Background: an optimization exercise with open tools, aiming at small area and a short achievable clock period. Do not read the settings as production practice.
Only the layout flow was run in this run; the RTL was not checked for function there.
Power and IR drop assume default switching activity.

[flow/flow/run.sh]
#!/bin/bash
# The standard layout (standard.sh), with every input and output port
# buffered by a buf_4 cell instead of the buffer the resizer picks by default.
set -euo pipefail
bash standard.sh 'BUFFER_PORTS_ARGS=-buffer_cell sky130_fd_sc_hd__buf_4' finish > make.log 2>&1
[flow/standard.sh]
#!/bin/bash
# synth_recipe.tcl (not shown) runs the flow's synth.tcl, then flattens the netlist and writes it again
# the make line also repeats each setting of config.mk as NAME=value (left out here)
make -C /OpenROAD-flow-scripts/flow DESIGN_CONFIG=/design/flow/config.mk WORK_HOME=/design/flow/orfs CLKGATE_MAP_FILE= SYNTH_SCRIPT=/design/flow/synth_recipe.tcl "${@:-finish}"
[flow/config.mk]
export PLATFORM = sky130hd
export DESIGN_NAME = datapath
export DESIGN_NICKNAME = datapath
export VERILOG_FILES = /design/flow/design.v
export SDC_FILE = /design/flow/constraint.sdc
export NUM_CORES = 4
export LEC_CHECK = 0
export CAP_MARGIN = 20
export CORE_MARGIN = 2
export CORE_UTILIZATION = 60
export SETUP_SLACK_MARGIN = 2.9
export SLEW_MARGIN = 20
export SYNTH_HIERARCHICAL = 1
export SYNTH_MINIMUM_KEEP_SIZE = 0
[flow/constraint.sdc]
create_clock -name core_clock -period 5.5 [get_ports {clk}]
set_input_delay 1.1000 -clock core_clock [delete_from_list [all_inputs] [get_ports {clk}]]
set_output_delay 1.1000 -clock core_clock [all_outputs]
set_load 0.01 [all_outputs]
[flow/design.v]
module ALU(Aq, Bq, Cq, Sq, imm, shift, asel, bsel, ALUop, loadc, loads, Cn, Sn);
  input  [15:0] Aq, Bq, Cq;
  input  [4:0]  imm;
  input  [1:0]  shift, ALUop;
  input         Sq, asel, bsel, loadc, loads;
  output [15:0] Cn;
  output        Sn;
  wire s0  = ~bsel & (shift == 2'b00);
  wire sl  = ~bsel & (shift == 2'b01);
  wire sr  = ~bsel & shift[1];
  wire s15 = ~bsel & (shift[1] == shift[0]);
  wire ka  = ~asel & ~ALUop[0];
  wire kn  = ~asel & ALUop[0];
  wire k1  = asel & ALUop[0];
  wire kill = ALUop[1] | ~loadc;
  wire kz  = ~ALUop[1] & ~ALUop[0];
  wire [15:0] An  = ~Aq;
  wire [15:0] Ain = Aq & {16{~asel}};
  wire [16:0] bx  = {1'b0, Bq, 1'b0};
  wire [15:0] Bin, nai, g, t, q, zb;
  genvar i;
  generate
    for (i = 0; i < 16; i = i + 1) begin : b
      gm_a221oi ua (.a1(ka), .a2(Aq[i]), .b1(kn), .b2(An[i]), .c1(k1), .y(nai[i]));
      if (i < 5) begin : lo
        wire u, v;
        gm_a22oi uu (.a1(s0), .a2(bx[i+1]), .b1(sl), .b2(bx[i]), .y(u));
        gm_a22oi uv (.a1(sr), .a2(bx[i+2]), .b1(bsel), .b2(imm[i]), .y(v));
        gm_nand2 ub (.a(u), .b(v), .y(Bin[i]));
        gm_a211oi ug (.a1(u), .a2(v), .b1(nai[i]), .c1(kill), .y(g[i]));
        gm_nand3 ut (.a(u), .b(v), .c(nai[i]), .y(t[i]));
      end else begin : hi
        wire nb;
        gm_a222oi un (.a1(i == 15 ? s15 : s0), .a2(bx[i+1]), .b1(sl), .b2(bx[i]),
                      .c1(i == 15 ? 1'b0 : sr), .c2(bx[i+2]), .y(nb));
        gm_inv ub (.a(nb), .y(Bin[i]));
        gm_nor3 ug (.a(nb), .b(nai[i]), .c(kill), .y(g[i]));
        gm_nand2 ut (.a(nb), .b(nai[i]), .y(t[i]));
      end
      zq uq (.ain(Ain[i]), .bin(Bin[i]), .op(ALUop), .q(q[i]));
      if (i == 0) begin : z0
        assign zb[0] = q[0];
      end else begin : zi
        zx uz (.q(q[i]), .tp(t[i-1]), .k(kz), .y(zb[i]));
      end
    end
  endgenerate
  wire [15:0] x   = ALUop[0] ? ~Bin : (Ain & Bin);
  wire [15:0] y   = ALUop[1] ? x : (Ain ^ Bin);
  wire [15:0] yc  = loadc ? y : Cq;
  wire g1_1;
  wire g1_3;
  wire t1_3;
  wire g1_5;
  wire t1_5;
  wire g1_7;
  wire t1_7;
  wire g1_9;
  wire t1_9;
  wire g1_11;
  wire t1_11;
  wire g1_13;
  wire t1_13;
  wire g1_1_n;
  wire g2_2;
  wire g2_3;
  wire g1_5_n;
  wire t1_5_n;
  wire g2_6;
  wire t2_6;
  wire g2_7;
  wire t2_7;
  wire g1_9_n;
  wire t1_9_n;
  wire g2_10;
  wire t2_10;
  wire g2_11;
  wire t2_11;
  wire g1_13_n;
  wire t1_13_n;
  wire g2_14;
  wire t2_14;
  wire g3_4;
  wire g2_3_n;
  wire g3_5;
  wire g3_6;
  wire g3_7;
  wire g3_12;
  wire t3_12;
  wire g2_11_n;
  wire t2_11_n;
  wire g3_13;
  wire t3_13;
  wire g3_14;
  wire t3_14;
  wire g3_7_n;
  wire g4_8;
  wire g4_9;
  wire g4_10;
  wire g4_11;
  wire g4_12;
  wire g4_13;
  wire g4_14;
  g_aoi u1 (.gh(g[1]), .th(t[1]), .gl(g[0]), .go(g1_1));
  pg_aoi u2 (.gh(g[3]), .th(t[3]), .gl(g[2]), .tl(t[2]), .go(g1_3), .to(t1_3));
  pg_aoi u3 (.gh(g[5]), .th(t[5]), .gl(g[4]), .tl(t[4]), .go(g1_5), .to(t1_5));
  pg_aoi u4 (.gh(g[7]), .th(t[7]), .gl(g[6]), .tl(t[6]), .go(g1_7), .to(t1_7));
  pg_aoi u5 (.gh(g[9]), .th(t[9]), .gl(g[8]), .tl(t[8]), .go(g1_9), .to(t1_9));
  pg_aoi u6 (.gh(g[11]), .th(t[11]), .gl(g[10]), .tl(t[10]), .go(g1_11), .to(t1_11));
  pg_aoi u7 (.gh(g[13]), .th(t[13]), .gl(g[12]), .tl(t[12]), .go(g1_13), .to(t1_13));
  pfx_inv u8 (.a(g1_1), .y(g1_1_n));
  g_aoi u9 (.gh(g[2]), .th(t[2]), .gl(g1_1_n), .go(g2_2));
  g_oai u10 (.gh(g1_3), .th(t1_3), .gl(g1_1), .go(g2_3));
  pfx_inv u11 (.a(g1_5), .y(g1_5_n));
  pfx_inv u12 (.a(t1_5), .y(t1_5_n));
  pg_aoi u13 (.gh(g[6]), .th(t[6]), .gl(g1_5_n), .tl(t1_5_n), .go(g2_6), .to(t2_6));
  pg_oai u14 (.gh(g1_7), .th(t1_7), .gl(g1_5), .tl(t1_5), .go(g2_7), .to(t2_7));
  pfx_inv u15 (.a(g1_9), .y(g1_9_n));
  pfx_inv u16 (.a(t1_9), .y(t1_9_n));
  pg_aoi u17 (.gh(g[10]), .th(t[10]), .gl(g1_9_n), .tl(t1_9_n), .go(g2_10), .to(t2_10));
  pg_oai u18 (.gh(g1_11), .th(t1_11), .gl(g1_9), .tl(t1_9), .go(g2_11), .to(t2_11));
  pfx_inv u19 (.a(g1_13), .y(g1_13_n));
  pfx_inv u20 (.a(t1_13), .y(t1_13_n));
  pg_aoi u21 (.gh(g[14]), .th(t[14]), .gl(g1_13_n), .tl(t1_13_n), .go(g2_14), .to(t2_14));
  g_aoi u22 (.gh(g[4]), .th(t[4]), .gl(g2_3), .go(g3_4));
  pfx_inv u23 (.a(g2_3), .y(g2_3_n));
  g_oai u24 (.gh(g1_5), .th(t1_5), .gl(g2_3_n), .go(g3_5));
  g_oai u25 (.gh(g2_6), .th(t2_6), .gl(g2_3_n), .go(g3_6));
  g_aoi u26 (.gh(g2_7), .th(t2_7), .gl(g2_3), .go(g3_7));
  pg_aoi u27 (.gh(g[12]), .th(t[12]), .gl(g2_11), .tl(t2_11), .go(g3_12), .to(t3_12));
  pfx_inv u28 (.a(g2_11), .y(g2_11_n));
  pfx_inv u29 (.a(t2_11), .y(t2_11_n));
  pg_oai u30 (.gh(g1_13), .th(t1_13), .gl(g2_11_n), .tl(t2_11_n), .go(g3_13), .to(t3_13));
  pg_oai u31 (.gh(g2_14), .th(t2_14), .gl(g2_11_n), .tl(t2_11_n), .go(g3_14), .to(t3_14));
  pfx_inv u32 (.a(g3_7), .y(g3_7_n));
  g_aoi u33 (.gh(g[8]), .th(t[8]), .gl(g3_7_n), .go(g4_8));
  g_oai u34 (.gh(g1_9), .th(t1_9), .gl(g3_7), .go(g4_9));
  g_oai u35 (.gh(g2_10), .th(t2_10), .gl(g3_7), .go(g4_10));
  g_aoi u36 (.gh(g2_11), .th(t2_11), .gl(g3_7_n), .go(g4_11));
  g_oai u37 (.gh(g3_12), .th(t3_12), .gl(g3_7), .go(g4_12));
  g_aoi u38 (.gh(g3_13), .th(t3_13), .gl(g3_7_n), .go(g4_13));
  g_aoi u39 (.gh(g3_14), .th(t3_14), .gl(g3_7_n), .go(g4_14));
  assign Cn[0] = yc[0];
  cxor cx1 (.c(g[0]), .y(yc[1]), .o(Cn[1]));
  cxnor cx2 (.c(g1_1), .y(yc[2]), .o(Cn[2]));
  cxnor cx3 (.c(g2_2), .y(yc[3]), .o(Cn[3]));
  cxor cx4 (.c(g2_3), .y(yc[4]), .o(Cn[4]));
  cxnor cx5 (.c(g3_4), .y(yc[5]), .o(Cn[5]));
  cxor cx6 (.c(g3_5), .y(yc[6]), .o(Cn[6]));
  cxor cx7 (.c(g3_6), .y(yc[7]), .o(Cn[7]));
  cxnor cx8 (.c(g3_7), .y(yc[8]), .o(Cn[8]));
  cxnor cx9 (.c(g4_8), .y(yc[9]), .o(Cn[9]));
  cxor cx10 (.c(g4_9), .y(yc[10]), .o(Cn[10]));
  cxor cx11 (.c(g4_10), .y(yc[11]), .o(Cn[11]));
  cxnor cx12 (.c(g4_11), .y(yc[12]), .o(Cn[12]));
  cxor cx13 (.c(g4_12), .y(yc[13]), .o(Cn[13]));
  cxnor cx14 (.c(g4_13), .y(yc[14]), .o(Cn[14]));
  cxnor cx15 (.c(g4_14), .y(yc[15]), .o(Cn[15]));
  wire [7:0] zn1;
  wire [3:0] z2;
  wire [1:0] zn3;
  z_nand zt1_0 (.a(zb[0]), .b(zb[1]), .y(zn1[0]));
  z_nand zt1_1 (.a(zb[2]), .b(zb[3]), .y(zn1[1]));
  z_nand zt1_2 (.a(zb[4]), .b(zb[5]), .y(zn1[2]));
  z_nand zt1_3 (.a(zb[6]), .b(zb[7]), .y(zn1[3]));
  z_nand zt1_4 (.a(zb[8]), .b(zb[9]), .y(zn1[4]));
  z_nand zt1_5 (.a(zb[10]), .b(zb[11]), .y(zn1[5]));
  z_nand zt1_6 (.a(zb[12]), .b(zb[13]), .y(zn1[6]));
  z_nand zt1_7 (.a(zb[14]), .b(zb[15]), .y(zn1[7]));
  z_nor zt2_0 (.a(zn1[0]), .b(zn1[1]), .y(z2[0]));
  z_nor zt2_1 (.a(zn1[2]), .b(zn1[3]), .y(z2[1]));
  z_nor zt2_2 (.a(zn1[4]), .b(zn1[5]), .y(z2[2]));
  z_nor zt2_3 (.a(zn1[6]), .b(zn1[7]), .y(z2[3]));
  z_nand zt3_0 (.a(z2[0]), .b(z2[1]), .y(zn3[0]));
  z_nand zt3_1 (.a(z2[2]), .b(z2[3]), .y(zn3[1]));
  z_fin zt4 (.a(zn3[0]), .b(zn3[1]), .ld(loads), .s(Sq), .y(Sn));
endmodule
module pg_aoi(gh, th, gl, tl, go, to);
  input gh, th, gl, tl;
  output go, to;
  assign go = ~(gh | (th & gl));
  assign to = ~(th & tl);
endmodule
module g_aoi(gh, th, gl, go);
  input gh, th, gl;
  output go;
  assign go = ~(gh | (th & gl));
endmodule
module pg_oai(gh, th, gl, tl, go, to);
  input gh, th, gl, tl;
  output go, to;
  assign go = ~(gh & (th | gl));
  assign to = ~(th | tl);
endmodule
module g_oai(gh, th, gl, go);
  input gh, th, gl;
  output go;
  assign go = ~(gh & (th | gl));
endmodule
module pfx_inv(a, y);
  input a;
  output y;
  assign y = ~a;
endmodule
module zq(ain, bin, op, q);
  input ain, bin;
  input [1:0] op;
  output q;
  wire x = op[0] ? ~bin : (ain & bin);
  assign q = op[1] ? ~x : ~(ain ^ bin);
endmodule
module zx(q, tp, k, y);
  input q, tp, k;
  output y;
  assign y = q ^ (tp & k);
endmodule
module z_fin(a, b, ld, s, y);
  input a, b, ld, s;
  output y;
  assign y = ld ? ~(a | b) : s;
endmodule
module gm_a221oi(a1, a2, b1, b2, c1, y);
  input a1, a2, b1, b2, c1;
  output y;
  assign y = ~((a1 & a2) | (b1 & b2) | c1);
endmodule
module gm_a22oi(a1, a2, b1, b2, y);
  input a1, a2, b1, b2;
  output y;
  assign y = ~((a1 & a2) | (b1 & b2));
endmodule
module gm_a222oi(a1, a2, b1, b2, c1, c2, y);
  input a1, a2, b1, b2, c1, c2;
  output y;
  assign y = ~((a1 & a2) | (b1 & b2) | (c1 & c2));
endmodule
module gm_a211oi(a1, a2, b1, c1, y);
  input a1, a2, b1, c1;
  output y;
  assign y = ~((a1 & a2) | b1 | c1);
endmodule
module gm_nand2(a, b, y);
  input a, b;
  output y;
  assign y = ~(a & b);
endmodule
module gm_nand3(a, b, c, y);
  input a, b, c;
  output y;
  assign y = ~(a & b & c);
endmodule
module gm_nor3(a, b, c, y);
  input a, b, c;
  output y;
  assign y = ~(a | b | c);
endmodule
module gm_inv(a, y);
  input a;
  output y;
  assign y = ~a;
endmodule
module cxor(c, y, o);
  input c, y;
  output o;
  assign o = c ^ y;
endmodule
module cxnor(c, y, o);
  input c, y;
  output o;
  assign o = ~(c ^ y);
endmodule
module z_nand(a, b, y);
  input a, b;
  output y;
  assign y = ~(a & b);
endmodule
module z_nor(a, b, y);
  input a, b;
  output y;
  assign y = ~(a | b);
endmodule
module regfile(data_in, writenum, write, readnum, clk, data_out);
  input [15:0] data_in;
  input [2:0] writenum, readnum;
  input write, clk;
  output [15:0] data_out;
  reg [15:0] R [7:0];
  always_ff @(posedge clk)
    if (write)
      R[writenum] <= data_in;
  assign data_out = R[readnum];
endmodule
module datapath (clk, writenum, readnum, write, datapath_in, vsel, loada, loadb, loadc, shift, asel, bsel, ALUop, loads, Z_out, datapath_out);
  input write, clk, loada, loadb, loadc, asel, bsel, loads, vsel;
  input [1:0] ALUop, shift;
  input [2:0] writenum, readnum;
  input [15:0] datapath_in;
  output reg Z_out;
  output reg [15:0] datapath_out;
  reg  [15:0] aloaded, in;
  wire [15:0] data_in, data_out, cn;
  wire sn;
  assign data_in = vsel ? datapath_in : datapath_out;
  regfile REGFILE(data_in, writenum, write, readnum, clk, data_out);
  always_ff @(posedge clk) if (loada) aloaded <= data_out;
  always_ff @(posedge clk) if (loadb) in <= data_out;
  ALU alu(aloaded, in, datapath_out, Z_out, datapath_in[4:0], shift, asel, bsel, ALUop,
          loadc, loads, cn, sn);
  always_ff @(posedge clk) Z_out <= sn;
  always_ff @(posedge clk) datapath_out <= cn;
endmodule
==> impl_metrics.json <==
{
  "power_mw": 3.49,
  "drive_gt1_share_pct": 34.8,
  "rsz0062_at_grt": "true",
  "final.setup.worst_slack_ns": 2.40,
  "track_usage_pct": 26.5,
  "grt_pass1_vias": 5862,
  "grt_max_degree": 69,
  "htreeDepth": 4,
  "clk_latency_ns": 0.43,
  "setup_viol": 0,
  "clkTransAtPathRegs_ns": 0.07,
  "cts_tree": "done",
  "grt_overflow": 0,
  "cts-root-buf": "clkbuf_16",
  "antenna_found_initial": 0,
  "wl_per_cell_um": 21.2,
  "max_slew_margin_pct": 30.9,
  "die_w_um": 130,
  "skew_ns": 0.0123,
  "cap_viol_max_count": 0,
  "slowest_stage": "a222oi_1",
  "maxSlewViolCount": 0,
  "gp_congestion": 0.892,
  "drt-initial-drc-count": 494,
  "crit_top_cell": "nor2_1",
  "ys_types": 43,
  "period_share_pct": 56.3,
  "yosysSeqAreaShare_pct": 54.1,
  "critPathMaxStageDelay_ns": 0.62,
  "nFillCells": 1077,
  "die_h_um": 130,
  "io_buffers": 51,
  "vias_per_cell": 5.97,
  "num_io_pins": 52,
  "n_antenna_cell": 0,
  "fmax_mhz": 323,
  "fin_setup_tns_ns": 0,
  "synth_edf_count": 160,
  "final_util_pct": 71.7,
  "critPathMaxFanout": 6,
  "path_cells": "buf_8, inv_12, ha_4, nor2b_4, a222oi_1, inv_1, ha_1, nor2_1, a31o_1, xnor2_1, nand2_1, nor2_1, nand2_1, nor2_1, mux2_4",
  "final_cell_mix": "edfxtp_1 (160), buf_4 (94), nor2_1 (58)",
  "dr.pass1.iters": 5,
  "ant_nets": 0,
  "initial_core_util_pct": 60.5,
  "fin_crit_ns": 3.10,
  "hold_violations": 0,
  "row_count": 46,
  "synthFlopType": "edfxtp_1",
  "ir_drop_uv": 241,
  "routed_wl_mm": 21.5,
  "yosys_warnings": 9,
  "syn_area_sq_mm": 0.00951,
  "hold_buffers": 0,
  "num_vias": 6051,
  "grt_pass1_wl_mm": 32.8,
  "worstMarginPinSlew_ns": 1.03,
  "crit_type": "primary input to flip-flop",
  "core_sq_mm": 0.0157,
  "hold_path.class": "flip-flop to flip-flop",
  "p_leak_nw": 4.34,
  "cp.arrival_ns": 3.42,
  "area_growth_pct": 18.4,
  "crit_required_ns": 5.83,
  "async_flop_share_pct": 0,
  "cts_inserted_buffers": 17,
  "dpl.cell_count": 936,
  "fin_cells": 1014,
  "die_area_sq_mm": 0.0169,
  "drc": 0,
  "dpl.hpwl_mm": 14.4,
  "start_kind": "primary input",
  "ys_seq_elements": 177,
  "clockBufferDepth": 2,
  "nNetsFinal": 854,
  "netlist_instances": 682,
  "power.density_mw_per_mm2": 310,
  "layout_commonest_cell": "edfxtp_1",
  "outcome": "finished clean",
  "cp-end-kind": "flip-flop",
  "dp_worst_setup_slack_ns": 1.73,
  "avgSynthCellArea_sq_um": 13.9,
  "clock_sinks": 177
}
-- critical path: cells and delay by family --
kind,cells,cell delay (ns)
multiplexers,1,0.24
XOR/XNOR,1,0.12
adder cells (fa/ha/maj),2,0.48
AND/OR/NAND/NOR,6,0.36
AO/OA/AOI/OAI,2,0.82
buffers and inverters,3,0.29
-- per-module statistics from Yosys, one instance, submodules excluded, excerpt --
module	cells inside	flops+latches	area, sq um	times used
gm_a221oi	1	0	15.0	15
ALU	141	0	936	1
zq	5	0	37.5	16
zx	2	0	12.5	15
gm_a222oi	1	0	10.0	11
g_aoi	1	0	8.76	8
pfx_inv	1	0	3.75	11
gm_inv	1	0	3.75	11
gm_a22oi	1	0	12.5	10
gm_nor3	1	0	10.0	10
g_oai	1	0	5.00	6
datapath	67	49	1550	1
pg_aoi	2	0	12.5	10
gm_a211oi	1	0	12.5	5
cxor	1	0	8.76	7
gm_nand3	1	0	5.00	5
-- cells by family after synthesis --
family	synth area share, %
AOI/OAI and AO/OA	11.7
xor gates and xnor gates	2.76
adders and majority gates	4.47
buffers and inverters	3.49
DFF	54.1
muxes	13.0
other	0.0394
and+or+nand+nor	10.4
-- routing by layer --
metal | global-route usage [%] | up-vias | wire (um)
met4 | 8.92 | 0 | 480
li1 | - | 2828 | -
met5 | 0 | - | 0
met2 | 44.3 | 173 | 10900
met1 | 36.5 | 3012 | 9380
met3 | 3.53 | 38 | 785
-- cells in the mapped netlist, drive strengths merged, types with 16 or more instances --
master	instances	area (sq um)
a21oi	33	233
a31o	16	140
buf	19	165
dfxtp	17	340
edfxtp	160	4800
ha	34	425
inv	40	150
mux2	33	413
mux4	32	826
nand2	55	206
nand2b	36	225
nor2	64	240
xnor2	23	201
-- path summary, 6_finish.rpt --
kind	end	start	slack, ns	cells after the start
max	Z_out	shift[1]	2.40	15
min	Z_out	Z_out	0.50	1
max reg2reg	Z_out	in[8]	3.02	11
min reg2reg	Z_out	Z_out	0.50	1
-- power breakdown --
part | switching, mW | leakage (nW) | internal, mW
combinational | 0.346 | 2.42 | 0.293
sequential | 0.0657 | 1.62 | 1.59
clock | 0.583 | 0.294 | 0.616
total | 0.994 | 4.34 | 2.50
-- through the flow --
stage,cell area [sq um],hold WS (ns)
2_1_floorplan,9620,0.533
3_3_place_gp,10100,0.498
3_5_place_dp,10100,0.485
4_1_cts,11100,0.505
5_1_grt,11300,0.531
6_report,11300,0.501
-- sequential cells by signal (all words and copies together), names as in the netlist --
register,count
REGFILE.R,128
in,16
aloaded,16
datapath_out,16
Z_out,1
-- cell type report --
| cell class | instances | area, sq um | area share, % |
|---|---|---|---|
| clock inverter | 15 | 181 | 1.61 |
| sequential | 177 | 5140 | 45.7 |
| multi-input combinational | 445 | 4220 | 37.5 |
| clock buffer | 17 | 425 | 3.78 |
| inverter | 40 | 178 | 1.58 |
| timing repair buffer | 104 | 843 | 7.48 |
| tap | 216 | 270 | 2.40 |
-- what timing repair did --
action | 4_1_cts | 5_1_grt
pin swaps | 28 | 17
hold endpoints to repair | 0 | 0
gates resized for setup | 22 | 22
setup buffers | 31 | 14
cloned | 1 | 0
endpoints found under the setup margin | 16 | 16

re-timing with driven ports:
The results above use ideal ports. As a check the final layout listed here was re-extracted and re-timed, cells and wires unchanged. Step 1 sets driving cells, clkbuf_16 on the clock port and buf_2 on the other inputs (assumed; they add their load-dependent delay and slew). Step 2 moves the port delays by t, midway between the first and last clock arrival at a register: inputs arrive t later, outputs are due t later. That takes back most of the time a late clock gives input paths. Slacks: ideal / step 1 / step 2; pairs: ideal / step 1.
shift t [ns]: 0.470
slack for setup (ns): 2.404 / 2.394 / 1.924
latest minus earliest clock arrival (ns): 0.013 / 0.013
worst slew at a driven data input, ns: 0.05
After both steps this run still meets setup and hold. For this run, drivers alone change the setup slack by -0.010 ns; drivers and shift together by -0.480 ns.
